Background: an optimization exercise with open tools, aiming at small area. Do not read the settings as production practice.
No functional check of the RTL was part of this run.

<file path="design/flow/config.mk">
export PLATFORM = sky130hd
export DESIGN_NAME = processing_element
export DESIGN_NICKNAME = processing_element
export VERILOG_FILES = /design/flow/design.v
export SDC_FILE = /design/flow/constraint.sdc
export NUM_CORES = 4
export LEC_CHECK = 0
export CAP_MARGIN = 0
export CORE_MARGIN = 2
export CORE_UTILIZATION = 40
export CTS_BUF_LIST = sky130_fd_sc_hd__clkbuf_8
export GPL_TIMING_DRIVEN = 0
export SLEW_MARGIN = 0
export SYNTH_HIERARCHICAL = 1
</file>
<file path="design/flow/constraint.sdc">
create_clock -name core_clock -period 6.5 [get_ports {clk}]
set_input_delay 1.3000 -clock core_clock [delete_from_list [all_inputs] [get_ports {clk}]]
set_output_delay 1.3000 -clock core_clock [all_outputs]
set_load 0.01 [all_outputs]
</file>
<file path="design/flow/design.v">
module processing_element(activation, weight, out, clk, rst);
parameter NON_ZERO_WEIGHTS = 108,
          SPECIAL_CASE = 0,
          FRACTIONAL_BITS = 8,
          BIT_SIZE = 16;
output reg signed [BIT_SIZE-1:0] out;
input [BIT_SIZE-1:0] activation, weight;
input clk, rst;
reg [23:0] s_n;        
reg [15:0] d1, d2, d3, d4;   
function [6:0] lfsr_state;
  input integer k;
  integer i;
  begin
    lfsr_state = 7'd0;
    for (i = 0; i < k; i = i + 1)
      lfsr_state = {lfsr_state[5:0], ~(lfsr_state[6] ^ lfsr_state[5])};
  end
endfunction
localparam [6:0] LAST = lfsr_state(NON_ZERO_WEIGHTS - 1);
reg [6:0] cnt;       
reg valid;           
wire load = (cnt == 7'd0);
wire [23:0] nxt;
wire one1;
wire two2;
wire neg3;
wire none4;
wire ntwo5;
wire nx6;
wire nx7;
wire nx8;
wire nx9;
wire nx10;
wire nx11;
wire nx12;
wire nx13;
wire nx14;
wire nx15;
wire nx16;
wire nx17;
wire nx18;
wire nx19;
wire nx20;
wire nx21;
wire pp22;
wire pp23;
wire pp24;
wire pp25;
wire pp26;
wire pp27;
wire pp28;
wire pp29;
wire pp30;
wire pp31;
wire pp32;
wire pp33;
wire pp34;
wire pp35;
wire pp36;
wire pp37;
wire pp38;
wire one39;
wire two40;
wire neg41;
wire none42;
wire ntwo43;
wire nx44;
wire nx45;
wire nx46;
wire nx47;
wire nx48;
wire nx49;
wire nx50;
wire nx51;
wire nx52;
wire nx53;
wire nx54;
wire nx55;
wire nx56;
wire nx57;
wire nx58;
wire nx59;
wire pp60;
wire pp61;
wire pp62;
wire pp63;
wire pp64;
wire pp65;
wire pp66;
wire pp67;
wire pp68;
wire pp69;
wire pp70;
wire pp71;
wire pp72;
wire pp73;
wire pp74;
wire pp75;
wire pp76;
wire one77;
wire two78;
wire neg79;
wire none80;
wire ntwo81;
wire nx82;
wire nx83;
wire nx84;
wire nx85;
wire nx86;
wire nx87;
wire nx88;
wire nx89;
wire nx90;
wire nx91;
wire nx92;
wire nx93;
wire nx94;
wire nx95;
wire nx96;
wire nx97;
wire pp98;
wire pp99;
wire pp100;
wire pp101;
wire pp102;
wire pp103;
wire pp104;
wire pp105;
wire pp106;
wire pp107;
wire pp108;
wire pp109;
wire pp110;
wire pp111;
wire pp112;
wire pp113;
wire pp114;
wire one115;
wire two116;
wire neg117;
wire none118;
wire ntwo119;
wire nx120;
wire nx121;
wire nx122;
wire nx123;
wire nx124;
wire nx125;
wire nx126;
wire nx127;
wire nx128;
wire nx129;
wire nx130;
wire nx131;
wire nx132;
wire nx133;
wire nx134;
wire nx135;
wire pp136;
wire pp137;
wire pp138;
wire pp139;
wire pp140;
wire pp141;
wire pp142;
wire pp143;
wire pp144;
wire pp145;
wire pp146;
wire pp147;
wire pp148;
wire pp149;
wire pp150;
wire pp151;
wire pp152;
wire one153;
wire two154;
wire neg155;
wire none156;
wire ntwo157;
wire nx158;
wire nx159;
wire nx160;
wire nx161;
wire nx162;
wire nx163;
wire nx164;
wire nx165;
wire nx166;
wire nx167;
wire nx168;
wire nx169;
wire nx170;
wire nx171;
wire nx172;
wire nx173;
wire pp174;
wire pp175;
wire pp176;
wire pp177;
wire pp178;
wire pp179;
wire pp180;
wire pp181;
wire pp182;
wire pp183;
wire pp184;
wire pp185;
wire pp186;
wire pp187;
wire pp188;
wire pp189;
wire one190;
wire two191;
wire neg192;
wire none193;
wire ntwo194;
wire nx195;
wire nx196;
wire nx197;
wire nx198;
wire nx199;
wire nx200;
wire nx201;
wire nx202;
wire nx203;
wire nx204;
wire nx205;
wire nx206;
wire nx207;
wire nx208;
wire pp209;
wire pp210;
wire pp211;
wire pp212;
wire pp213;
wire pp214;
wire pp215;
wire pp216;
wire pp217;
wire pp218;
wire pp219;
wire pp220;
wire pp221;
wire pp222;
wire one223;
wire two224;
wire neg225;
wire none226;
wire ntwo227;
wire nx228;
wire nx229;
wire nx230;
wire nx231;
wire nx232;
wire nx233;
wire nx234;
wire nx235;
wire nx236;
wire nx237;
wire nx238;
wire nx239;
wire pp240;
wire pp241;
wire pp242;
wire pp243;
wire pp244;
wire pp245;
wire pp246;
wire pp247;
wire pp248;
wire pp249;
wire pp250;
wire pp251;
wire one252;
wire two253;
wire neg254;
wire none255;
wire ntwo256;
wire nx257;
wire nx258;
wire nx259;
wire nx260;
wire nx261;
wire nx262;
wire nx263;
wire nx264;
wire nx265;
wire nx266;
wire pp267;
wire pp268;
wire pp269;
wire pp270;
wire pp271;
wire pp272;
wire pp273;
wire pp274;
wire pp275;
wire pp276;
wire ac277;
wire ac278;
wire ac279;
wire ac280;
wire ac281;
wire ac282;
wire ac283;
wire ac284;
wire ac285;
wire ac286;
wire ac287;
wire ac288;
wire ac289;
wire ac290;
wire ac291;
wire ac292;
wire ac293;
wire ac294;
wire ac295;
wire ac296;
wire ac297;
wire ac298;
wire ac299;
wire ac300;
wire es301;
wire ec302;
wire es303;
wire ec304;
wire es305;
wire ec306;
wire es307;
wire fs308;
wire fc309;
wire fs310;
wire fc311;
wire fs312;
wire fc313;
wire fs314;
wire fc315;
wire fs316;
wire fc317;
wire fs318;
wire fc319;
wire fs320;
wire fc321;
wire fs322;
wire fc323;
wire fs324;
wire fc325;
wire fs326;
wire fc327;
wire fs328;
wire fc329;
wire fs330;
wire fc331;
wire fs332;
wire fc333;
wire fs334;
wire fc335;
wire fs336;
wire fc337;
wire fs338;
wire fc339;
wire fs340;
wire fc341;
wire fs342;
wire fc343;
wire fs344;
wire fc345;
wire fs346;
wire fc347;
wire hs348;
wire hc349;
wire fs350;
wire fc351;
wire fs352;
wire fc353;
wire fs354;
wire fc355;
wire fs356;
wire fc357;
wire fs358;
wire fc359;
wire fs360;
wire fc361;
wire fs362;
wire fc363;
wire fs364;
wire fc365;
wire fs366;
wire fc367;
wire fs368;
wire fc369;
wire fs370;
wire fc371;
wire fs372;
wire fc373;
wire fs374;
wire fc375;
wire fs376;
wire fc377;
wire fs378;
wire fc379;
wire fs380;
wire fc381;
wire fs382;
wire fc383;
wire hs384;
wire hc385;
wire fs386;
wire fc387;
wire fs388;
wire fc389;
wire fs390;
wire fc391;
wire fs392;
wire fc393;
wire fs394;
wire fc395;
wire fs396;
wire fc397;
wire fs398;
wire fs399;
wire fs400;
wire fc401;
wire fs402;
wire fc403;
wire fs404;
wire fc405;
wire fs406;
wire fc407;
wire fs408;
wire fc409;
wire fs410;
wire fc411;
wire fs412;
wire fc413;
wire fs414;
wire fc415;
wire fs416;
wire fc417;
wire hs418;
wire hc419;
wire fs420;
wire fc421;
wire hs422;
wire hc423;
wire fs424;
wire fc425;
wire fs426;
wire fc427;
wire fs428;
wire fc429;
wire fs430;
wire fc431;
wire fs432;
wire fc433;
wire fs434;
wire fc435;
wire fs436;
wire fc437;
wire fs438;
wire fc439;
wire fs440;
wire fc441;
wire fs442;
wire fc443;
wire fs444;
wire fc445;
wire fs446;
wire fc447;
wire fs448;
wire fc449;
wire fs450;
wire fc451;
wire fs452;
wire fc453;
wire fs454;
wire fc455;
wire fs456;
wire fc457;
wire hs458;
wire hc459;
wire fs460;
wire fc461;
wire fs462;
wire fs463;
wire fc464;
wire fs465;
wire fc466;
wire fs467;
wire fc468;
wire fs469;
wire fc470;
wire fs471;
wire fc472;
wire fs473;
wire fc474;
wire fs475;
wire fc476;
wire fs477;
wire fc478;
wire fs479;
wire fc480;
wire fs481;
wire fc482;
wire fs483;
wire fc484;
wire fs485;
wire fc486;
wire fs487;
wire fc488;
wire fs489;
wire fc490;
wire fs491;
wire fc492;
wire fs493;
wire fc494;
wire fs495;
wire fs496;
wire fc497;
wire fs498;
wire fc499;
wire fs500;
wire fc501;
wire fs502;
wire fc503;
wire fs504;
wire fc505;
wire fs506;
wire fc507;
wire fs508;
wire fc509;
wire fs510;
wire fc511;
wire fs512;
wire fc513;
wire fs514;
wire fc515;
wire fs516;
wire fc517;
wire fs518;
wire fc519;
wire hs520;
wire g521;
wire p522;
wire g523;
wire p524;
wire g525;
wire p526;
wire g527;
wire p528;
wire g529;
wire p530;
wire g531;
wire p532;
wire g533;
wire p534;
wire g535;
wire p536;
wire g537;
wire p538;
wire g539;
wire p540;
wire g541;
wire p542;
wire g543;
wire p544;
wire g545;
wire p546;
wire g547;
wire p548;
wire g549;
wire p550;
wire g551;
wire p552;
wire g553;
wire p554;
wire g555;
wire p556;
wire g557;
wire p558;
wire g559;
wire p560;
wire g561;
wire p562;
wire g563;
wire p564;
wire g565;
wire p566;
wire g567;
wire p568;
wire g569;
wire G570;
wire P571;
wire G572;
wire P573;
wire G574;
wire P575;
wire G576;
wire P577;
wire G578;
wire P579;
wire G580;
wire P581;
wire G582;
wire P583;
wire G584;
wire P585;
wire G586;
wire P587;
wire G588;
wire P589;
wire G590;
wire P591;
wire G592;
wire P593;
wire G594;
wire P595;
wire G596;
wire P597;
wire G598;
wire P599;
wire G600;
wire P601;
wire G602;
wire P603;
wire G604;
wire P605;
wire G606;
wire P607;
wire G608;
wire P609;
wire G610;
wire P611;
wire G612;
wire P613;
wire G614;
wire P615;
wire G616;
wire P617;
wire G618;
wire P619;
wire G620;
wire P621;
wire G622;
wire P623;
wire G624;
wire P625;
wire G626;
wire P627;
wire G628;
wire P629;
wire G630;
wire P631;
wire G632;
wire P633;
wire G634;
wire P635;
wire G636;
wire P637;
wire G638;
wire P639;
wire G640;
wire P641;
wire G642;
wire P643;
wire G644;
wire P645;
wire G646;
wire P647;
wire G648;
wire P649;
wire G650;
wire P651;
wire G652;
wire P653;
wire G654;
wire P655;
wire G656;
wire P657;
wire G658;
wire P659;
wire G660;
wire P661;
wire G662;
wire P663;
wire G664;
wire P665;
wire G666;
wire P667;
wire G668;
wire P669;
wire G670;
wire P671;
wire G672;
wire P673;
assign one1 = weight[0] ^ 1'b0;
assign two2 = (weight[1] & ~weight[0] & ~1'b0) | (~weight[1] & weight[0] & 1'b0);
assign neg3 = weight[1] & ~(weight[0] & 1'b0);
assign none4 = ~one1;
assign ntwo5 = ~two2;
assign nx6 = ~(activation[0] ^ weight[1]);
assign nx7 = ~(activation[1] ^ neg3);
assign nx8 = ~(activation[2] ^ weight[1]);
assign nx9 = ~(activation[3] ^ neg3);
assign nx10 = ~(activation[4] ^ weight[1]);
assign nx11 = ~(activation[5] ^ neg3);
assign nx12 = ~(activation[6] ^ weight[1]);
assign nx13 = ~(activation[7] ^ neg3);
assign nx14 = ~(activation[8] ^ weight[1]);
assign nx15 = ~(activation[9] ^ neg3);
assign nx16 = ~(activation[10] ^ weight[1]);
assign nx17 = ~(activation[11] ^ neg3);
assign nx18 = ~(activation[12] ^ weight[1]);
assign nx19 = ~(activation[13] ^ neg3);
assign nx20 = ~(activation[14] ^ weight[1]);
assign nx21 = ~(activation[15] ^ neg3);
assign pp22 = ((one1 & ~nx6) | (two2 & weight[1]));
pe_o22ai u_sel1 (.a(none4), .b(nx7), .c(ntwo5), .d(nx6), .y(pp23));
pe_o22ai u_sel2 (.a(none4), .b(nx8), .c(ntwo5), .d(nx7), .y(pp24));
pe_o22ai u_sel3 (.a(none4), .b(nx9), .c(ntwo5), .d(nx8), .y(pp25));
pe_o22ai u_sel4 (.a(none4), .b(nx10), .c(ntwo5), .d(nx9), .y(pp26));
pe_o22ai u_sel5 (.a(none4), .b(nx11), .c(ntwo5), .d(nx10), .y(pp27));
pe_o22ai u_sel6 (.a(none4), .b(nx12), .c(ntwo5), .d(nx11), .y(pp28));
pe_o22ai u_sel7 (.a(none4), .b(nx13), .c(ntwo5), .d(nx12), .y(pp29));
pe_o22ai u_sel8 (.a(none4), .b(nx14), .c(ntwo5), .d(nx13), .y(pp30));
pe_o22ai u_sel9 (.a(none4), .b(nx15), .c(ntwo5), .d(nx14), .y(pp31));
pe_o22ai u_sel10 (.a(none4), .b(nx16), .c(ntwo5), .d(nx15), .y(pp32));
pe_o22ai u_sel11 (.a(none4), .b(nx17), .c(ntwo5), .d(nx16), .y(pp33));
pe_o22ai u_sel12 (.a(none4), .b(nx18), .c(ntwo5), .d(nx17), .y(pp34));
pe_o22ai u_sel13 (.a(none4), .b(nx19), .c(ntwo5), .d(nx18), .y(pp35));
pe_o22ai u_sel14 (.a(none4), .b(nx20), .c(ntwo5), .d(nx19), .y(pp36));
pe_o22ai u_sel15 (.a(none4), .b(nx21), .c(ntwo5), .d(nx20), .y(pp37));
pe_o22a u_sel16 (.a(none4), .b(nx21), .c(ntwo5), .d(nx21), .y(pp38));
assign one39 = weight[2] ^ weight[1];
assign two40 = (weight[3] & ~weight[2] & ~weight[1]) | (~weight[3] & weight[2] & weight[1]);
assign neg41 = weight[3] & ~(weight[2] & weight[1]);
assign none42 = ~one39;
assign ntwo43 = ~two40;
assign nx44 = ~(activation[0] ^ weight[3]);
assign nx45 = ~(activation[1] ^ neg41);
assign nx46 = ~(activation[2] ^ weight[3]);
assign nx47 = ~(activation[3] ^ neg41);
assign nx48 = ~(activation[4] ^ weight[3]);
assign nx49 = ~(activation[5] ^ neg41);
assign nx50 = ~(activation[6] ^ weight[3]);
assign nx51 = ~(activation[7] ^ neg41);
assign nx52 = ~(activation[8] ^ weight[3]);
assign nx53 = ~(activation[9] ^ neg41);
assign nx54 = ~(activation[10] ^ weight[3]);
assign nx55 = ~(activation[11] ^ neg41);
assign nx56 = ~(activation[12] ^ weight[3]);
assign nx57 = ~(activation[13] ^ neg41);
assign nx58 = ~(activation[14] ^ weight[3]);
assign nx59 = ~(activation[15] ^ neg41);
assign pp60 = ((one39 & ~nx44) | (two40 & weight[3]));
pe_o22ai u_sel17 (.a(none42), .b(nx45), .c(ntwo43), .d(nx44), .y(pp61));
pe_o22ai u_sel18 (.a(none42), .b(nx46), .c(ntwo43), .d(nx45), .y(pp62));
pe_o22ai u_sel19 (.a(none42), .b(nx47), .c(ntwo43), .d(nx46), .y(pp63));
pe_o22ai u_sel20 (.a(none42), .b(nx48), .c(ntwo43), .d(nx47), .y(pp64));
pe_o22ai u_sel21 (.a(none42), .b(nx49), .c(ntwo43), .d(nx48), .y(pp65));
pe_o22ai u_sel22 (.a(none42), .b(nx50), .c(ntwo43), .d(nx49), .y(pp66));
pe_o22ai u_sel23 (.a(none42), .b(nx51), .c(ntwo43), .d(nx50), .y(pp67));
pe_o22ai u_sel24 (.a(none42), .b(nx52), .c(ntwo43), .d(nx51), .y(pp68));
pe_o22ai u_sel25 (.a(none42), .b(nx53), .c(ntwo43), .d(nx52), .y(pp69));
pe_o22ai u_sel26 (.a(none42), .b(nx54), .c(ntwo43), .d(nx53), .y(pp70));
pe_o22ai u_sel27 (.a(none42), .b(nx55), .c(ntwo43), .d(nx54), .y(pp71));
pe_o22ai u_sel28 (.a(none42), .b(nx56), .c(ntwo43), .d(nx55), .y(pp72));
pe_o22ai u_sel29 (.a(none42), .b(nx57), .c(ntwo43), .d(nx56), .y(pp73));
pe_o22ai u_sel30 (.a(none42), .b(nx58), .c(ntwo43), .d(nx57), .y(pp74));
pe_o22ai u_sel31 (.a(none42), .b(nx59), .c(ntwo43), .d(nx58), .y(pp75));
pe_o22a u_sel32 (.a(none42), .b(nx59), .c(ntwo43), .d(nx59), .y(pp76));
assign one77 = weight[4] ^ weight[3];
assign two78 = (weight[5] & ~weight[4] & ~weight[3]) | (~weight[5] & weight[4] & weight[3]);
assign neg79 = weight[5] & ~(weight[4] & weight[3]);
assign none80 = ~one77;
assign ntwo81 = ~two78;
assign nx82 = ~(activation[0] ^ weight[5]);
assign nx83 = ~(activation[1] ^ neg79);
assign nx84 = ~(activation[2] ^ weight[5]);
assign nx85 = ~(activation[3] ^ neg79);
assign nx86 = ~(activation[4] ^ weight[5]);
assign nx87 = ~(activation[5] ^ neg79);
assign nx88 = ~(activation[6] ^ weight[5]);
assign nx89 = ~(activation[7] ^ neg79);
assign nx90 = ~(activation[8] ^ weight[5]);
assign nx91 = ~(activation[9] ^ neg79);
assign nx92 = ~(activation[10] ^ weight[5]);
assign nx93 = ~(activation[11] ^ neg79);
assign nx94 = ~(activation[12] ^ weight[5]);
assign nx95 = ~(activation[13] ^ neg79);
assign nx96 = ~(activation[14] ^ weight[5]);
assign nx97 = ~(activation[15] ^ neg79);
assign pp98 = ((one77 & ~nx82) | (two78 & weight[5]));
pe_o22ai u_sel33 (.a(none80), .b(nx83), .c(ntwo81), .d(nx82), .y(pp99));
pe_o22ai u_sel34 (.a(none80), .b(nx84), .c(ntwo81), .d(nx83), .y(pp100));
pe_o22ai u_sel35 (.a(none80), .b(nx85), .c(ntwo81), .d(nx84), .y(pp101));
pe_o22ai u_sel36 (.a(none80), .b(nx86), .c(ntwo81), .d(nx85), .y(pp102));
pe_o22ai u_sel37 (.a(none80), .b(nx87), .c(ntwo81), .d(nx86), .y(pp103));
pe_o22ai u_sel38 (.a(none80), .b(nx88), .c(ntwo81), .d(nx87), .y(pp104));
pe_o22ai u_sel39 (.a(none80), .b(nx89), .c(ntwo81), .d(nx88), .y(pp105));
pe_o22ai u_sel40 (.a(none80), .b(nx90), .c(ntwo81), .d(nx89), .y(pp106));
pe_o22ai u_sel41 (.a(none80), .b(nx91), .c(ntwo81), .d(nx90), .y(pp107));
pe_o22ai u_sel42 (.a(none80), .b(nx92), .c(ntwo81), .d(nx91), .y(pp108));
pe_o22ai u_sel43 (.a(none80), .b(nx93), .c(ntwo81), .d(nx92), .y(pp109));
pe_o22ai u_sel44 (.a(none80), .b(nx94), .c(ntwo81), .d(nx93), .y(pp110));
pe_o22ai u_sel45 (.a(none80), .b(nx95), .c(ntwo81), .d(nx94), .y(pp111));
pe_o22ai u_sel46 (.a(none80), .b(nx96), .c(ntwo81), .d(nx95), .y(pp112));
pe_o22ai u_sel47 (.a(none80), .b(nx97), .c(ntwo81), .d(nx96), .y(pp113));
pe_o22a u_sel48 (.a(none80), .b(nx97), .c(ntwo81), .d(nx97), .y(pp114));
assign one115 = weight[6] ^ weight[5];
assign two116 = (weight[7] & ~weight[6] & ~weight[5]) | (~weight[7] & weight[6] & weight[5]);
assign neg117 = weight[7] & ~(weight[6] & weight[5]);
assign none118 = ~one115;
assign ntwo119 = ~two116;
assign nx120 = ~(activation[0] ^ weight[7]);
assign nx121 = ~(activation[1] ^ neg117);
assign nx122 = ~(activation[2] ^ weight[7]);
assign nx123 = ~(activation[3] ^ neg117);
assign nx124 = ~(activation[4] ^ weight[7]);
assign nx125 = ~(activation[5] ^ neg117);
assign nx126 = ~(activation[6] ^ weight[7]);
assign nx127 = ~(activation[7] ^ neg117);
assign nx128 = ~(activation[8] ^ weight[7]);
assign nx129 = ~(activation[9] ^ neg117);
assign nx130 = ~(activation[10] ^ weight[7]);
assign nx131 = ~(activation[11] ^ neg117);
assign nx132 = ~(activation[12] ^ weight[7]);
assign nx133 = ~(activation[13] ^ neg117);
assign nx134 = ~(activation[14] ^ weight[7]);
assign nx135 = ~(activation[15] ^ neg117);
assign pp136 = ((one115 & ~nx120) | (two116 & weight[7]));
pe_o22ai u_sel49 (.a(none118), .b(nx121), .c(ntwo119), .d(nx120), .y(pp137));
pe_o22ai u_sel50 (.a(none118), .b(nx122), .c(ntwo119), .d(nx121), .y(pp138));
pe_o22ai u_sel51 (.a(none118), .b(nx123), .c(ntwo119), .d(nx122), .y(pp139));
pe_o22ai u_sel52 (.a(none118), .b(nx124), .c(ntwo119), .d(nx123), .y(pp140));
pe_o22ai u_sel53 (.a(none118), .b(nx125), .c(ntwo119), .d(nx124), .y(pp141));
pe_o22ai u_sel54 (.a(none118), .b(nx126), .c(ntwo119), .d(nx125), .y(pp142));
pe_o22ai u_sel55 (.a(none118), .b(nx127), .c(ntwo119), .d(nx126), .y(pp143));
pe_o22ai u_sel56 (.a(none118), .b(nx128), .c(ntwo119), .d(nx127), .y(pp144));
pe_o22ai u_sel57 (.a(none118), .b(nx129), .c(ntwo119), .d(nx128), .y(pp145));
pe_o22ai u_sel58 (.a(none118), .b(nx130), .c(ntwo119), .d(nx129), .y(pp146));
pe_o22ai u_sel59 (.a(none118), .b(nx131), .c(ntwo119), .d(nx130), .y(pp147));
pe_o22ai u_sel60 (.a(none118), .b(nx132), .c(ntwo119), .d(nx131), .y(pp148));
pe_o22ai u_sel61 (.a(none118), .b(nx133), .c(ntwo119), .d(nx132), .y(pp149));
pe_o22ai u_sel62 (.a(none118), .b(nx134), .c(ntwo119), .d(nx133), .y(pp150));
pe_o22ai u_sel63 (.a(none118), .b(nx135), .c(ntwo119), .d(nx134), .y(pp151));
pe_o22a u_sel64 (.a(none118), .b(nx135), .c(ntwo119), .d(nx135), .y(pp152));
assign one153 = weight[8] ^ weight[7];
assign two154 = (weight[9] & ~weight[8] & ~weight[7]) | (~weight[9] & weight[8] & weight[7]);
assign neg155 = weight[9] & ~(weight[8] & weight[7]);
assign none156 = ~one153;
assign ntwo157 = ~two154;
assign nx158 = ~(activation[0] ^ weight[9]);
assign nx159 = ~(activation[1] ^ neg155);
assign nx160 = ~(activation[2] ^ weight[9]);
assign nx161 = ~(activation[3] ^ neg155);
assign nx162 = ~(activation[4] ^ weight[9]);
assign nx163 = ~(activation[5] ^ neg155);
assign nx164 = ~(activation[6] ^ weight[9]);
assign nx165 = ~(activation[7] ^ neg155);
assign nx166 = ~(activation[8] ^ weight[9]);
assign nx167 = ~(activation[9] ^ neg155);
assign nx168 = ~(activation[10] ^ weight[9]);
assign nx169 = ~(activation[11] ^ neg155);
assign nx170 = ~(activation[12] ^ weight[9]);
assign nx171 = ~(activation[13] ^ neg155);
assign nx172 = ~(activation[14] ^ weight[9]);
assign nx173 = ~(activation[15] ^ neg155);
assign pp174 = ((one153 & ~nx158) | (two154 & weight[9]));
pe_o22ai u_sel65 (.a(none156), .b(nx159), .c(ntwo157), .d(nx158), .y(pp175));
pe_o22ai u_sel66 (.a(none156), .b(nx160), .c(ntwo157), .d(nx159), .y(pp176));
pe_o22ai u_sel67 (.a(none156), .b(nx161), .c(ntwo157), .d(nx160), .y(pp177));
pe_o22ai u_sel68 (.a(none156), .b(nx162), .c(ntwo157), .d(nx161), .y(pp178));
pe_o22ai u_sel69 (.a(none156), .b(nx163), .c(ntwo157), .d(nx162), .y(pp179));
pe_o22ai u_sel70 (.a(none156), .b(nx164), .c(ntwo157), .d(nx163), .y(pp180));
pe_o22ai u_sel71 (.a(none156), .b(nx165), .c(ntwo157), .d(nx164), .y(pp181));
pe_o22ai u_sel72 (.a(none156), .b(nx166), .c(ntwo157), .d(nx165), .y(pp182));
pe_o22ai u_sel73 (.a(none156), .b(nx167), .c(ntwo157), .d(nx166), .y(pp183));
pe_o22ai u_sel74 (.a(none156), .b(nx168), .c(ntwo157), .d(nx167), .y(pp184));
pe_o22ai u_sel75 (.a(none156), .b(nx169), .c(ntwo157), .d(nx168), .y(pp185));
pe_o22ai u_sel76 (.a(none156), .b(nx170), .c(ntwo157), .d(nx169), .y(pp186));
pe_o22ai u_sel77 (.a(none156), .b(nx171), .c(ntwo157), .d(nx170), .y(pp187));
pe_o22ai u_sel78 (.a(none156), .b(nx172), .c(ntwo157), .d(nx171), .y(pp188));
pe_o22ai u_sel79 (.a(none156), .b(nx173), .c(ntwo157), .d(nx172), .y(pp189));
assign one190 = weight[10] ^ weight[9];
assign two191 = (weight[11] & ~weight[10] & ~weight[9]) | (~weight[11] & weight[10] & weight[9]);
assign neg192 = weight[11] & ~(weight[10] & weight[9]);
assign none193 = ~one190;
assign ntwo194 = ~two191;
assign nx195 = ~(activation[0] ^ weight[11]);
assign nx196 = ~(activation[1] ^ neg192);
assign nx197 = ~(activation[2] ^ weight[11]);
assign nx198 = ~(activation[3] ^ neg192);
assign nx199 = ~(activation[4] ^ weight[11]);
assign nx200 = ~(activation[5] ^ neg192);
assign nx201 = ~(activation[6] ^ weight[11]);
assign nx202 = ~(activation[7] ^ neg192);
assign nx203 = ~(activation[8] ^ weight[11]);
assign nx204 = ~(activation[9] ^ neg192);
assign nx205 = ~(activation[10] ^ weight[11]);
assign nx206 = ~(activation[11] ^ neg192);
assign nx207 = ~(activation[12] ^ weight[11]);
assign nx208 = ~(activation[13] ^ neg192);
assign pp209 = ((one190 & ~nx195) | (two191 & weight[11]));
pe_o22ai u_sel80 (.a(none193), .b(nx196), .c(ntwo194), .d(nx195), .y(pp210));
pe_o22ai u_sel81 (.a(none193), .b(nx197), .c(ntwo194), .d(nx196), .y(pp211));
pe_o22ai u_sel82 (.a(none193), .b(nx198), .c(ntwo194), .d(nx197), .y(pp212));
pe_o22ai u_sel83 (.a(none193), .b(nx199), .c(ntwo194), .d(nx198), .y(pp213));
pe_o22ai u_sel84 (.a(none193), .b(nx200), .c(ntwo194), .d(nx199), .y(pp214));
pe_o22ai u_sel85 (.a(none193), .b(nx201), .c(ntwo194), .d(nx200), .y(pp215));
pe_o22ai u_sel86 (.a(none193), .b(nx202), .c(ntwo194), .d(nx201), .y(pp216));
pe_o22ai u_sel87 (.a(none193), .b(nx203), .c(ntwo194), .d(nx202), .y(pp217));
pe_o22ai u_sel88 (.a(none193), .b(nx204), .c(ntwo194), .d(nx203), .y(pp218));
pe_o22ai u_sel89 (.a(none193), .b(nx205), .c(ntwo194), .d(nx204), .y(pp219));
pe_o22ai u_sel90 (.a(none193), .b(nx206), .c(ntwo194), .d(nx205), .y(pp220));
pe_o22ai u_sel91 (.a(none193), .b(nx207), .c(ntwo194), .d(nx206), .y(pp221));
pe_o22ai u_sel92 (.a(none193), .b(nx208), .c(ntwo194), .d(nx207), .y(pp222));
assign one223 = weight[12] ^ weight[11];
assign two224 = (weight[13] & ~weight[12] & ~weight[11]) | (~weight[13] & weight[12] & weight[11]);
assign neg225 = weight[13] & ~(weight[12] & weight[11]);
assign none226 = ~one223;
assign ntwo227 = ~two224;
assign nx228 = ~(activation[0] ^ weight[13]);
assign nx229 = ~(activation[1] ^ neg225);
assign nx230 = ~(activation[2] ^ weight[13]);
assign nx231 = ~(activation[3] ^ neg225);
assign nx232 = ~(activation[4] ^ weight[13]);
assign nx233 = ~(activation[5] ^ neg225);
assign nx234 = ~(activation[6] ^ weight[13]);
assign nx235 = ~(activation[7] ^ neg225);
assign nx236 = ~(activation[8] ^ weight[13]);
assign nx237 = ~(activation[9] ^ neg225);
assign nx238 = ~(activation[10] ^ weight[13]);
assign nx239 = ~(activation[11] ^ neg225);
assign pp240 = ((one223 & ~nx228) | (two224 & weight[13]));
pe_o22ai u_sel93 (.a(none226), .b(nx229), .c(ntwo227), .d(nx228), .y(pp241));
pe_o22ai u_sel94 (.a(none226), .b(nx230), .c(ntwo227), .d(nx229), .y(pp242));
pe_o22ai u_sel95 (.a(none226), .b(nx231), .c(ntwo227), .d(nx230), .y(pp243));
pe_o22ai u_sel96 (.a(none226), .b(nx232), .c(ntwo227), .d(nx231), .y(pp244));
pe_o22ai u_sel97 (.a(none226), .b(nx233), .c(ntwo227), .d(nx232), .y(pp245));
pe_o22ai u_sel98 (.a(none226), .b(nx234), .c(ntwo227), .d(nx233), .y(pp246));
pe_o22ai u_sel99 (.a(none226), .b(nx235), .c(ntwo227), .d(nx234), .y(pp247));
pe_o22ai u_sel100 (.a(none226), .b(nx236), .c(ntwo227), .d(nx235), .y(pp248));
pe_o22ai u_sel101 (.a(none226), .b(nx237), .c(ntwo227), .d(nx236), .y(pp249));
pe_o22ai u_sel102 (.a(none226), .b(nx238), .c(ntwo227), .d(nx237), .y(pp250));
pe_o22ai u_sel103 (.a(none226), .b(nx239), .c(ntwo227), .d(nx238), .y(pp251));
assign one252 = weight[14] ^ weight[13];
assign two253 = (weight[15] & ~weight[14] & ~weight[13]) | (~weight[15] & weight[14] & weight[13]);
assign neg254 = weight[15] & ~(weight[14] & weight[13]);
assign none255 = ~one252;
assign ntwo256 = ~two253;
assign nx257 = ~(activation[0] ^ weight[15]);
assign nx258 = ~(activation[1] ^ neg254);
assign nx259 = ~(activation[2] ^ weight[15]);
assign nx260 = ~(activation[3] ^ neg254);
assign nx261 = ~(activation[4] ^ weight[15]);
assign nx262 = ~(activation[5] ^ neg254);
assign nx263 = ~(activation[6] ^ weight[15]);
assign nx264 = ~(activation[7] ^ neg254);
assign nx265 = ~(activation[8] ^ weight[15]);
assign nx266 = ~(activation[9] ^ neg254);
assign pp267 = ((one252 & ~nx257) | (two253 & weight[15]));
pe_o22ai u_sel104 (.a(none255), .b(nx258), .c(ntwo256), .d(nx257), .y(pp268));
pe_o22ai u_sel105 (.a(none255), .b(nx259), .c(ntwo256), .d(nx258), .y(pp269));
pe_o22ai u_sel106 (.a(none255), .b(nx260), .c(ntwo256), .d(nx259), .y(pp270));
pe_o22ai u_sel107 (.a(none255), .b(nx261), .c(ntwo256), .d(nx260), .y(pp271));
pe_o22ai u_sel108 (.a(none255), .b(nx262), .c(ntwo256), .d(nx261), .y(pp272));
pe_o22ai u_sel109 (.a(none255), .b(nx263), .c(ntwo256), .d(nx262), .y(pp273));
pe_o22ai u_sel110 (.a(none255), .b(nx264), .c(ntwo256), .d(nx263), .y(pp274));
pe_o22ai u_sel111 (.a(none255), .b(nx265), .c(ntwo256), .d(nx264), .y(pp275));
pe_o22ai u_sel112 (.a(none255), .b(nx266), .c(ntwo256), .d(nx265), .y(pp276));
assign ac277 = ~(s_n[0] | load);
assign ac278 = ~(s_n[1] | load);
assign ac279 = ~(s_n[2] | load);
assign ac280 = ~(s_n[3] | load);
assign ac281 = ~(s_n[4] | load);
assign ac282 = ~(s_n[5] | load);
assign ac283 = ~(s_n[6] | load);
assign ac284 = ~(s_n[7] | load);
assign ac285 = ~(s_n[8] | load);
assign ac286 = ~(s_n[9] | load);
assign ac287 = ~(s_n[10] | load);
assign ac288 = ~(s_n[11] | load);
assign ac289 = ~(s_n[12] | load);
assign ac290 = ~(s_n[13] | load);
assign ac291 = ~(s_n[14] | load);
assign ac292 = ~(s_n[15] | load);
assign ac293 = ~(s_n[16] | load);
assign ac294 = ~(s_n[17] | load);
assign ac295 = ~(s_n[18] | load);
assign ac296 = ~(s_n[19] | load);
assign ac297 = ~(s_n[20] | load);
assign ac298 = ~(s_n[21] | load);
assign ac299 = ~(s_n[22] | load);
assign ac300 = ~(s_n[23] | load);
pe_ha u_ha113 (.a(ac291), .b(neg254), .s(es301), .co(ec302));
pe_ha u_ha114 (.a(ac292), .b(ec302), .s(es303), .co(ec304));
assign es305 = ~(ac293 ^ ec304);
assign ec306 = ac293 | ec304;
assign es307 = ~ac294;
pe_fa u_fa115 (.a(ac279), .b(neg41), .c(pp24), .s(fs308), .co(fc309));
pe_fa u_fa116 (.a(ac280), .b(pp25), .c(pp61), .s(fs310), .co(fc311));
pe_fa u_fa117 (.a(ac281), .b(neg79), .c(pp26), .s(fs312), .co(fc313));
pe_fa u_fa118 (.a(ac282), .b(pp27), .c(pp63), .s(fs314), .co(fc315));
pe_fa u_fa119 (.a(ac283), .b(neg117), .c(pp28), .s(fs316), .co(fc317));
pe_fa u_fa120 (.a(pp64), .b(pp100), .c(pp136), .s(fs318), .co(fc319));
pe_fa u_fa121 (.a(ac284), .b(pp29), .c(pp65), .s(fs320), .co(fc321));
pe_fa u_fa122 (.a(ac285), .b(neg155), .c(pp30), .s(fs322), .co(fc323));
pe_fa u_fa123 (.a(pp66), .b(pp102), .c(pp138), .s(fs324), .co(fc325));
pe_fa u_fa124 (.a(ac286), .b(pp31), .c(pp67), .s(fs326), .co(fc327));
pe_fa u_fa125 (.a(pp103), .b(pp139), .c(pp175), .s(fs328), .co(fc329));
pe_fa u_fa126 (.a(ac287), .b(neg192), .c(pp32), .s(fs330), .co(fc331));
pe_fa u_fa127 (.a(pp68), .b(pp104), .c(pp140), .s(fs332), .co(fc333));
pe_fa u_fa128 (.a(ac288), .b(pp33), .c(pp69), .s(fs334), .co(fc335));
pe_fa u_fa129 (.a(pp105), .b(pp141), .c(pp177), .s(fs336), .co(fc337));
pe_fa u_fa130 (.a(ac289), .b(neg225), .c(pp34), .s(fs338), .co(fc339));
pe_fa u_fa131 (.a(pp70), .b(pp106), .c(pp142), .s(fs340), .co(fc341));
pe_fa u_fa132 (.a(pp178), .b(pp211), .c(pp240), .s(fs342), .co(fc343));
pe_fa u_fa133 (.a(ac290), .b(pp35), .c(pp71), .s(fs344), .co(fc345));
pe_fa u_fa134 (.a(pp107), .b(pp143), .c(pp179), .s(fs346), .co(fc347));
pe_ha u_ha135 (.a(pp212), .b(pp241), .s(hs348), .co(hc349));
pe_fa u_fa136 (.a(es301), .b(pp36), .c(pp72), .s(fs350), .co(fc351));
pe_fa u_fa137 (.a(pp108), .b(pp144), .c(pp180), .s(fs352), .co(fc353));
pe_fa u_fa138 (.a(pp213), .b(pp242), .c(pp267), .s(fs354), .co(fc355));
pe_fa u_fa139 (.a(es303), .b(pp37), .c(pp73), .s(fs356), .co(fc357));
pe_fa u_fa140 (.a(pp109), .b(pp145), .c(pp181), .s(fs358), .co(fc359));
pe_fa u_fa141 (.a(pp214), .b(pp243), .c(pp268), .s(fs360), .co(fc361));
pe_fa u_fa142 (.a(pp38), .b(pp74), .c(pp110), .s(fs362), .co(fc363));
pe_fa u_fa143 (.a(pp146), .b(pp182), .c(pp215), .s(fs364), .co(fc365));
pe_fa u_fa144 (.a(pp244), .b(pp269), .c(es305), .s(fs366), .co(fc367));
pe_fa u_fa145 (.a(es307), .b(pp75), .c(pp111), .s(fs368), .co(fc369));
pe_fa u_fa146 (.a(pp147), .b(pp183), .c(pp216), .s(fs370), .co(fc371));
pe_fa u_fa147 (.a(pp245), .b(pp270), .c(ec306), .s(fs372), .co(fc373));
pe_fa u_fa148 (.a(ac295), .b(ac294), .c(pp76), .s(fs374), .co(fc375));
pe_fa u_fa149 (.a(pp112), .b(pp148), .c(pp184), .s(fs376), .co(fc377));
pe_fa u_fa150 (.a(pp217), .b(pp246), .c(pp271), .s(fs378), .co(fc379));
pe_fa u_fa151 (.a(1'b1), .b(ac296), .c(pp113), .s(fs380), .co(fc381));
pe_fa u_fa152 (.a(pp149), .b(pp185), .c(pp218), .s(fs382), .co(fc383));
pe_ha u_ha153 (.a(pp247), .b(pp272), .s(hs384), .co(hc385));
pe_fa u_fa154 (.a(ac297), .b(pp114), .c(pp150), .s(fs386), .co(fc387));
pe_fa u_fa155 (.a(pp186), .b(pp219), .c(pp248), .s(fs388), .co(fc389));
pe_fa u_fa156 (.a(1'b1), .b(ac298), .c(pp151), .s(fs390), .co(fc391));
pe_fa u_fa157 (.a(pp187), .b(pp220), .c(pp249), .s(fs392), .co(fc393));
pe_fa u_fa158 (.a(ac299), .b(pp152), .c(pp188), .s(fs394), .co(fc395));
pe_fa u_fa159 (.a(pp221), .b(pp250), .c(pp275), .s(fs396), .co(fc397));
assign fs398 = 1'b1 ^ ac300 ^ pp189;
assign fs399 = pp222 ^ pp251 ^ pp276;
pe_fa u_fa160 (.a(pp62), .b(pp98), .c(fc311), .s(fs400), .co(fc401));
pe_fa u_fa161 (.a(pp99), .b(fc313), .c(fs314), .s(fs402), .co(fc403));
pe_fa u_fa162 (.a(fc315), .b(fs316), .c(fs318), .s(fs404), .co(fc405));
pe_fa u_fa163 (.a(pp101), .b(pp137), .c(fc317), .s(fs406), .co(fc407));
pe_fa u_fa164 (.a(pp174), .b(fc321), .c(fs322), .s(fs408), .co(fc409));
pe_fa u_fa165 (.a(fc323), .b(fc325), .c(fs326), .s(fs410), .co(fc411));
pe_fa u_fa166 (.a(pp176), .b(pp209), .c(fc327), .s(fs412), .co(fc413));
pe_fa u_fa167 (.a(fc329), .b(fs330), .c(fs332), .s(fs414), .co(fc415));
pe_fa u_fa168 (.a(pp210), .b(fc331), .c(fc333), .s(fs416), .co(fc417));
pe_ha u_ha169 (.a(fs334), .b(fs336), .s(hs418), .co(hc419));
pe_fa u_fa170 (.a(fc335), .b(fc337), .c(fs338), .s(fs420), .co(fc421));
pe_ha u_ha171 (.a(fs340), .b(fs342), .s(hs422), .co(hc423));
pe_fa u_fa172 (.a(hs348), .b(fc339), .c(fc341), .s(fs424), .co(fc425));
pe_fa u_fa173 (.a(fc343), .b(fs344), .c(fs346), .s(fs426), .co(fc427));
pe_fa u_fa174 (.a(hc349), .b(fc345), .c(fc347), .s(fs428), .co(fc429));
pe_fa u_fa175 (.a(fs350), .b(fs352), .c(fs354), .s(fs430), .co(fc431));
pe_fa u_fa176 (.a(fc351), .b(fc353), .c(fc355), .s(fs432), .co(fc433));
pe_fa u_fa177 (.a(fs356), .b(fs358), .c(fs360), .s(fs434), .co(fc435));
pe_fa u_fa178 (.a(fc357), .b(fc359), .c(fc361), .s(fs436), .co(fc437));
pe_fa u_fa179 (.a(fs362), .b(fs364), .c(fs366), .s(fs438), .co(fc439));
pe_fa u_fa180 (.a(fc363), .b(fc365), .c(fs368), .s(fs440), .co(fc441));
pe_fa u_fa181 (.a(fs370), .b(fc367), .c(fs372), .s(fs442), .co(fc443));
pe_fa u_fa182 (.a(fc369), .b(fc371), .c(fs374), .s(fs444), .co(fc445));
pe_fa u_fa183 (.a(fs376), .b(fs378), .c(fc373), .s(fs446), .co(fc447));
pe_fa u_fa184 (.a(hs384), .b(fc375), .c(fc377), .s(fs448), .co(fc449));
pe_fa u_fa185 (.a(fc379), .b(fs380), .c(fs382), .s(fs450), .co(fc451));
pe_fa u_fa186 (.a(pp273), .b(hc385), .c(fc381), .s(fs452), .co(fc453));
pe_fa u_fa187 (.a(fc383), .b(fs386), .c(fs388), .s(fs454), .co(fc455));
pe_fa u_fa188 (.a(pp274), .b(fc387), .c(fc389), .s(fs456), .co(fc457));
pe_ha u_ha189 (.a(fs390), .b(fs392), .s(hs458), .co(hc459));
pe_fa u_fa190 (.a(fc391), .b(fc393), .c(fs394), .s(fs460), .co(fc461));
assign fs462 = fc395 ^ fc397 ^ fs398;
pe_fa u_fa191 (.a(fc319), .b(fs320), .c(fc405), .s(fs463), .co(fc464));
pe_fa u_fa192 (.a(fs324), .b(fc407), .c(fs408), .s(fs465), .co(fc466));
pe_fa u_fa193 (.a(fs328), .b(fc409), .c(fs410), .s(fs467), .co(fc468));
pe_fa u_fa194 (.a(fc411), .b(fs412), .c(fs414), .s(fs469), .co(fc470));
pe_fa u_fa195 (.a(hs418), .b(fc413), .c(fc415), .s(fs471), .co(fc472));
pe_fa u_fa196 (.a(hc419), .b(hs422), .c(fc417), .s(fs473), .co(fc474));
pe_fa u_fa197 (.a(hc423), .b(fc421), .c(fs424), .s(fs475), .co(fc476));
pe_fa u_fa198 (.a(fc425), .b(fc427), .c(fs428), .s(fs477), .co(fc478));
pe_fa u_fa199 (.a(fc429), .b(fc431), .c(fs432), .s(fs479), .co(fc480));
pe_fa u_fa200 (.a(fc433), .b(fc435), .c(fs436), .s(fs481), .co(fc482));
pe_fa u_fa201 (.a(fc437), .b(fs440), .c(fc439), .s(fs483), .co(fc484));
pe_fa u_fa202 (.a(fc441), .b(fs444), .c(fc443), .s(fs485), .co(fc486));
pe_fa u_fa203 (.a(fc445), .b(fs448), .c(fc447), .s(fs487), .co(fc488));
pe_fa u_fa204 (.a(fc449), .b(fc451), .c(fs452), .s(fs489), .co(fc490));
pe_fa u_fa205 (.a(hs458), .b(fc453), .c(fc455), .s(fs491), .co(fc492));
pe_fa u_fa206 (.a(fs396), .b(hc459), .c(fc457), .s(fs493), .co(fc494));
assign fs495 = fs399 ^ fc461 ^ fs462;
pe_fa u_fa207 (.a(fs416), .b(fc470), .c(fs471), .s(fs496), .co(fc497));
pe_fa u_fa208 (.a(fs420), .b(fc472), .c(fs473), .s(fs498), .co(fc499));
pe_fa u_fa209 (.a(fs426), .b(fc474), .c(fs475), .s(fs500), .co(fc501));
pe_fa u_fa210 (.a(fs430), .b(fc476), .c(fs477), .s(fs502), .co(fc503));
pe_fa u_fa211 (.a(fs434), .b(fc478), .c(fs479), .s(fs504), .co(fc505));
pe_fa u_fa212 (.a(fs438), .b(fc480), .c(fs481), .s(fs506), .co(fc507));
pe_fa u_fa213 (.a(fs442), .b(fc482), .c(fs483), .s(fs508), .co(fc509));
pe_fa u_fa214 (.a(fs446), .b(fc484), .c(fs485), .s(fs510), .co(fc511));
pe_fa u_fa215 (.a(fs450), .b(fc486), .c(fs487), .s(fs512), .co(fc513));
pe_fa u_fa216 (.a(fs454), .b(fc488), .c(fs489), .s(fs514), .co(fc515));
pe_fa u_fa217 (.a(fs456), .b(fc490), .c(fs491), .s(fs516), .co(fc517));
pe_fa u_fa218 (.a(fs460), .b(fc492), .c(fs493), .s(fs518), .co(fc519));
assign hs520 = fc494 ^ fs495;
assign g521 = neg3 & pp22;
assign p522 = neg3 ^ pp22;
assign g523 = ac278 & pp23;
assign p524 = ac278 ^ pp23;
assign g525 = pp60 & fs308;
assign p526 = pp60 ^ fs308;
assign g527 = fc309 & fs310;
assign p528 = fc309 ^ fs310;
assign g529 = fs312 & fs400;
assign p530 = fs312 ^ fs400;
assign g531 = fc401 & fs402;
assign p532 = fc401 ^ fs402;
assign g533 = fc403 & fs404;
assign p534 = fc403 ^ fs404;
assign g535 = fs406 & fs463;
assign p536 = fs406 ^ fs463;
assign g537 = fc464 & fs465;
assign p538 = fc464 ^ fs465;
assign g539 = fc466 & fs467;
assign p540 = fc466 ^ fs467;
assign g541 = fc468 & fs469;
assign p542 = fc468 ^ fs469;
assign g543 = fs496 & 1'b0;
assign p544 = fs496 ^ 1'b0;
assign g545 = fc497 & fs498;
assign p546 = fc497 ^ fs498;
assign g547 = fc499 & fs500;
assign p548 = fc499 ^ fs500;
assign g549 = fc501 & fs502;
assign p550 = fc501 ^ fs502;
assign g551 = fc503 & fs504;
assign p552 = fc503 ^ fs504;
assign g553 = fc505 & fs506;
assign p554 = fc505 ^ fs506;
assign g555 = fc507 & fs508;
assign p556 = fc507 ^ fs508;
assign g557 = fc509 & fs510;
assign p558 = fc509 ^ fs510;
assign g559 = fc511 & fs512;
assign p560 = fc511 ^ fs512;
assign g561 = fc513 & fs514;
assign p562 = fc513 ^ fs514;
assign g563 = fc515 & fs516;
assign p564 = fc515 ^ fs516;
assign g565 = fc517 & fs518;
assign p566 = fc517 ^ fs518;
assign g567 = fc519 & hs520;
assign p568 = fc519 ^ hs520;
assign g569 = (neg3 & pp22) | (neg3 & ac277) | (pp22 & ac277);
assign G570 = g523 | (p524 & g569);
assign P571 = p524 & p522;
assign G572 = g527 | (p528 & g525);
assign P573 = p528 & p526;
assign G574 = g531 | (p532 & g529);
assign P575 = p532 & p530;
assign G576 = g535 | (p536 & g533);
assign P577 = p536 & p534;
assign G578 = g539 | (p540 & g537);
assign P579 = p540 & p538;
assign G580 = g543 | (p544 & g541);
assign P581 = p544 & p542;
assign G582 = g547 | (p548 & g545);
assign P583 = p548 & p546;
assign G584 = g551 | (p552 & g549);
assign P585 = p552 & p550;
assign G586 = g555 | (p556 & g553);
assign P587 = p556 & p554;
assign G588 = g559 | (p560 & g557);
assign P589 = p560 & p558;
assign G590 = g563 | (p564 & g561);
assign P591 = p564 & p562;
assign G592 = g567 | (p568 & g565);
assign P593 = p568 & p566;
assign G594 = g525 | (p526 & G570);
assign P595 = p526 & P571;
assign G596 = G572 | (P573 & G570);
assign P597 = P573 & P571;
assign G598 = g533 | (p534 & G574);
assign P599 = p534 & P575;
assign G600 = G576 | (P577 & G574);
assign P601 = P577 & P575;
assign G602 = g541 | (p542 & G578);
assign P603 = p542 & P579;
assign G604 = G580 | (P581 & G578);
assign P605 = P581 & P579;
assign G606 = g549 | (p550 & G582);
assign P607 = p550 & P583;
assign G608 = G584 | (P585 & G582);
assign P609 = P585 & P583;
assign G610 = g557 | (p558 & G586);
assign P611 = p558 & P587;
assign G612 = G588 | (P589 & G586);
assign P613 = P589 & P587;
assign G614 = g565 | (p566 & G590);
assign P615 = p566 & P591;
assign G616 = G592 | (P593 & G590);
assign P617 = P593 & P591;
assign G618 = g529 | (p530 & G596);
assign P619 = p530 & P597;
assign G620 = G574 | (P575 & G596);
assign P621 = P575 & P597;
assign G622 = G598 | (P599 & G596);
assign P623 = P599 & P597;
assign G624 = G600 | (P601 & G596);
assign P625 = P601 & P597;
assign G626 = g545 | (p546 & G604);
assign P627 = p546 & P605;
assign G628 = G582 | (P583 & G604);
assign P629 = P583 & P605;
assign G630 = G606 | (P607 & G604);
assign P631 = P607 & P605;
assign G632 = G608 | (P609 & G604);
assign P633 = P609 & P605;
assign G634 = g561 | (p562 & G612);
assign P635 = p562 & P613;
assign G636 = G590 | (P591 & G612);
assign P637 = P591 & P613;
assign G638 = G614 | (P615 & G612);
assign P639 = P615 & P613;
assign G640 = G616 | (P617 & G612);
assign P641 = P617 & P613;
assign G642 = g537 | (p538 & G624);
assign P643 = p538 & P625;
assign G644 = G578 | (P579 & G624);
assign P645 = P579 & P625;
assign G646 = G602 | (P603 & G624);
assign P647 = P603 & P625;
assign G648 = G604 | (P605 & G624);
assign P649 = P605 & P625;
assign G650 = G626 | (P627 & G624);
assign P651 = P627 & P625;
assign G652 = G628 | (P629 & G624);
assign P653 = P629 & P625;
assign G654 = G630 | (P631 & G624);
assign P655 = P631 & P625;
assign G656 = G632 | (P633 & G624);
assign P657 = P633 & P625;
assign G658 = g553 | (p554 & G656);
assign P659 = p554 & P657;
assign G660 = G586 | (P587 & G656);
assign P661 = P587 & P657;
assign G662 = G610 | (P611 & G656);
assign P663 = P611 & P657;
assign G664 = G612 | (P613 & G656);
assign P665 = P613 & P657;
assign G666 = G634 | (P635 & G656);
assign P667 = P635 & P657;
assign G668 = G636 | (P637 & G656);
assign P669 = P637 & P657;
assign G670 = G638 | (P639 & G656);
assign P671 = P639 & P657;
assign G672 = G640 | (P641 & G656);
assign P673 = P641 & P657;
assign nxt[0] = p522 ^ ac277;
assign nxt[1] = (p524 ^ g569);
assign nxt[2] = (p526 ^ G570);
assign nxt[3] = (p528 ^ G594);
assign nxt[4] = (p530 ^ G596);
assign nxt[5] = (p532 ^ G618);
assign nxt[6] = (p534 ^ G620);
assign nxt[7] = (p536 ^ G622);
assign nxt[8] = (p538 ^ G624);
assign nxt[9] = (p540 ^ G642);
assign nxt[10] = (p542 ^ G644);
assign nxt[11] = (p544 ^ G646);
assign nxt[12] = (p546 ^ G648);
assign nxt[13] = (p548 ^ G650);
assign nxt[14] = (p550 ^ G652);
assign nxt[15] = (p552 ^ G654);
assign nxt[16] = (p554 ^ G656);
assign nxt[17] = (p556 ^ G658);
assign nxt[18] = (p558 ^ G660);
assign nxt[19] = (p560 ^ G662);
assign nxt[20] = (p562 ^ G664);
assign nxt[21] = (p564 ^ G666);
assign nxt[22] = (p566 ^ G668);
assign nxt[23] = (p568 ^ G670);
always @(posedge clk) begin
  s_n <= ~nxt;
  d1 <= s_n[FRACTIONAL_BITS+15:FRACTIONAL_BITS];
  d2 <= d1;
  d3 <= d2;
  d4 <= d3;
  if (!rst) begin
    cnt <= 0;
    valid <= 1'b0;
    out <= 0;
  end else begin
    cnt <= (cnt == LAST) ? 7'd0 : {cnt[5:0], ~(cnt[6] ^ cnt[5])};
    valid <= valid | cnt[3];    
    out <= valid ? ~d4 : 16'd0;
  end
end
endmodule
module pe_fa(a, b, c, s, co);
input a, b, c;
output s, co;
assign s = a ^ b ^ c;
assign co = (a & b) | (a & c) | (b & c);
endmodule
module pe_o22ai(a, b, c, d, y);
input a, b, c, d;
output y;
assign y = ~((a | b) & (c | d));
endmodule
module pe_o22a(a, b, c, d, y);
input a, b, c, d;
output y;
assign y = (a | b) & (c | d);
endmodule
module pe_ha(a, b, s, co);
input a, b;
output s, co;
assign s = a ^ b;
assign co = a & b;
endmodule
</file>
<file path="design/flow/flow/run.sh">
#!/bin/bash
# The standard layout (standard.sh, unchanged synthesis) with a few ORFS knobs:
#  - ports buffered with the smallest buffer instead of ORFS's default pick,
#  - synthesis buffers removed before placement (repair_design re-buffers),
#  - power recovery (downsizing of non-critical cells) after global routing,
#  - CTS without dummy load cells.
# All tool output goes to standard_flow.log here and ORFS's own logs under orfs/logs.
set -euo pipefail
export BUFFER_PORTS_ARGS="-buffer_cell sky130_fd_sc_hd__buf_1"
export REMOVE_ABC_BUFFERS=1
export RECOVER_POWER=100
export CTS_ARGS="-sink_clustering_enable -repair_clock_nets -buf_list sky130_fd_sc_hd__clkbuf_8 -dont_use_dummy_load"
bash standard.sh > standard_flow.log 2>&1
</file>
<file path="design/flow/standard.sh">
#!/bin/bash
# synth_recipe.tcl (not shown) runs the flow's synth.tcl, then flattens the netlist and writes it again
# the make line also repeats each setting of config.mk as NAME=value (left out here)
make -C /OpenROAD-flow-scripts/flow DESIGN_CONFIG=/design/flow/config.mk WORK_HOME=/design/flow/orfs CLKGATE_MAP_FILE= SYNTH_SCRIPT=/design/flow/synth_recipe.tcl "${@:-finish}"
</file>
==> impl_metrics.json <==
{
  "drtPass1Iterations": 4,
  "cp_cell_sequence": "buf_1, ha_1, nor2b_2, xnor2_1, o22ai_1, fa_1, fa_1, fa_1, fa_1, ha_1, a21oi_1, o21ai_0, a21oi_2, inv_2, fa_1, xnor2_1",
  "synth_top_area_cell": "dfxtp_1",
  "place_congestion": 0.860,
  "pin_count": 50,
  "cts_made_buffers": 9,
  "worst_pin_slew_ns": 0.972,
  "critPathKind": "input port to register",
  "tns_ns": 0,
  "finalCriticalPeriod_ns": 6.27,
  "ys.flop_type": "dfxtp_1",
  "yosysTopAreaCellShare": 0.286,
  "drtIter0Drc": 222,
  "grtUsageMet2": 0.271,
  "synth.most_common_cell": "xnor2_1",
  "grt-ovfl-total": 0,
  "finClkSkew_ns": 0.0440,
  "cp.required_ns": 6.75,
  "syn2layout_area_growth_pct": 7.52,
  "cp-end-kind": "register",
  "numClockSinks": 112,
  "grtUsageMet1": 0.243,
  "cts_resized": 10,
  "die_h_um": 144,
  "drv_cap": 0,
  "hold_buffers": 0,
  "ant_nets": 0,
  "slew_headroom": 0.352,
  "final-hold-violation-count": 0,
  "dp_slack_ns": -0.789,
  "finalWorstSetupSlack_ns": 0.228,
  "drc_errors": 0,
  "grt_pass1_wl_mm": 27.1,
  "synth_edf_count": 0,
  "gr-usage-all-layers": 0.169,
  "status": "no timing/DRC/antenna violations",
  "cp-start-kind": "input port",
  "clk_path_buf_depth": 2,
  "grt_max_degree": 23,
  "dieArea_um2": 20700,
  "io_buffers": 49,
  "die_w_um": 144,
  "synthDistinctLibCells": 45,
  "finalSetupViolations": 0,
  "gr-usage-met3": 0.0166,
  "rows": 51,
  "rsz0062_at_grt": "true",
  "dp_hpwl_mm": 13.8,
  "cts_tree": "done",
  "critPathMaxFanout": 15,
  "ys_seq_area_frac": 0.286,
  "routedWlPerCell_um": 16.1,
  "report.final.slew_viol_count": 0,
  "initial_core_util": 0.405,
  "nets": 923,
  "synth_area_leaders": "dfxtp_1, fa_1, xnor2_1",
  "cpMostUsedCell": "fa_1",
  "yosys-top-cells-count": "xnor2_1, dfxtp_1, o22ai_1",
  "htreeDepth": 3,
  "antenna_found_initial": 0,
  "drive_gt1_frac": 0.0402,
  "cts_setup_buffers": 0,
  "critical-path-max-stage-delay_ns": 0.60,
  "via_count": 5201,
  "fin_crit_sh": 0.965,
  "fin_cells": 1012,
  "arrival_ns": 6.52,
  "max_freq_mhz": 159,
  "clk_root_buffer_cell": "clkbuf_8",
  "critical-path-slowest-cell": "fa_1",
  "core_area_um2": 19300,
  "hold_path_class": "register to register",
  "synth_seq_cells": 112,
  "syn_area_um2": 7840,
  "clk_pin_slew_ns": 0.09,
  "grt_pass1_vias": 5156,
  "vias_per_cell": 5.14,
  "synth_cells": 723,
  "place_inst": 1003,
  "grt-busiest-layer": "met2",
  "routed_wl_mm": 16.3,
  "insertion_delay_ns": 0.37,
  "nFillCells": 1906,
  "post_synth.cell_area_avg_um2": 10.8,
  "yosysWarnings": 7,
  "synthArstFlopShare": 0,
  "n_antenna_cell": 0
}
-- layer usage --
layer  vias up  wire [µm]  part of all wire
li1       2527          -                 -
met1      2552       7940              0.49
met2       108       7440              0.46
met3        14        726             0.044
met4         0        225             0.014
met5         -          0                 0
-- cells by family after synthesis --
family,synth area share
compound gates,0.135
xor+xnor,0.159
fa+ha+maj,0.324
flops,0.286
simple gates,0.0670
buf+inv,0.0292
other cells,0.000478
-- per-stage QoR --
step / instance area [µm²] / hold slack [ns] / utilization
finish: 8430 / 0.303 / 0.436
global route: 8430 / 0.297 / 0.436
CTS: 8400 / 0.297 / 0.434
detailed placement: 8240 / 0.312 / 0.426
global placement: 8220 / 0.310 / 0.425
floorplan: 7710 / 0.310 / -
-- cell type report --
type                            count  area [µm²]  share of cell area
Timing Repair Buffer               50         203              0.0240
Multi-Input combinational cell    551        5430               0.645
Sequential cell                   112        2240               0.266
Clock buffer                        9         124              0.0147
Inverter                           25        93.8              0.0111
Tap cell                          265         332              0.0393
-- critical path, delay by kind of cell --
family / cells / cell delay (ns)
XOR/XNOR: 2 / 0.35
AO/OA/AOI/OAI: 4 / 0.73
AND/OR/NAND/NOR: 1 / 0.53
adder cells (fa/ha/maj): 7 / 3.10
buffers and inverters: 2 / 0.49
-- layout by cell type, fill, tap and decap left out, types with 4 or more instances in the layout --
master    instances
inv_1            24
nor3b_1           6
fa_1            105
clkbuf_8          9
a21oi_1           8
buf_1            44
o21bai_1          5
dfxtp_1         112
clkbuf_1          4
xor2_1            6
xnor2_1         136
nand2_1          13
a21o_1            6
o22a_1            4
a21oi_2           7
ha_1             35
o22ai_1         110
nor2b_1           7
or2_1             5
nor2_1           48
nor2b_4           4
-- modules after synthesis, one instance, submodules excluded --
module	cells inside	times used	flip-flops and latches	area [µm²]
pe_fa	1	99	0	20.0
pe_ha	1	7	0	12.5
pe_o22a	1	4	0	8.76
pe_o22ai	1	108	0	6.26
processing_element	505	1	112	5060
-- final timing paths --
path,from,to,slack [ns],cells after the start
setup / recovery,weight[9],s_n[17],0.23,16
hold / removal,d1[0],d2[0],0.30,0
hold reg to reg,d1[0],d2[0],0.30,0
setup reg to reg,cnt[0],s_n[22],0.85,21
-- registers in the layout (all words and copies together), names as in the netlist --
name	cells
s_n	24
d1	16
d2	16
d3	16
d4	16
out	16
cnt	7
valid	1

separate check: timing with driven ports:
The flow's constraints put no driver on any port. The routed layout listed below was extracted and timed again, unchanged, in two steps.
Step 1 sets driving cells, clkbuf_16 on the clock port and buf_2 on the other inputs (assumed; they add their load-dependent delay and slew).
Step 2, shift: input delay + t, output delay - t, t = (earliest + latest rising clock arrival at the registers) / 2. This alone moves slack from input paths to output paths.
Slacks: ideal ports / drivers / drivers and shift; pairs: ideal ports / drivers.
shift t [ns]: 0.381
setup slack, ns: 0.228 / 0.243 / -0.138
worst slew at a driven data input, ns: 0.05
pins driven straight from the clock port: 1
Met with ideal ports but missed after step 2: setup timing in this run. For this run, drivers alone change the setup slack by +0.015 ns; drivers and shift together by -0.366 ns.
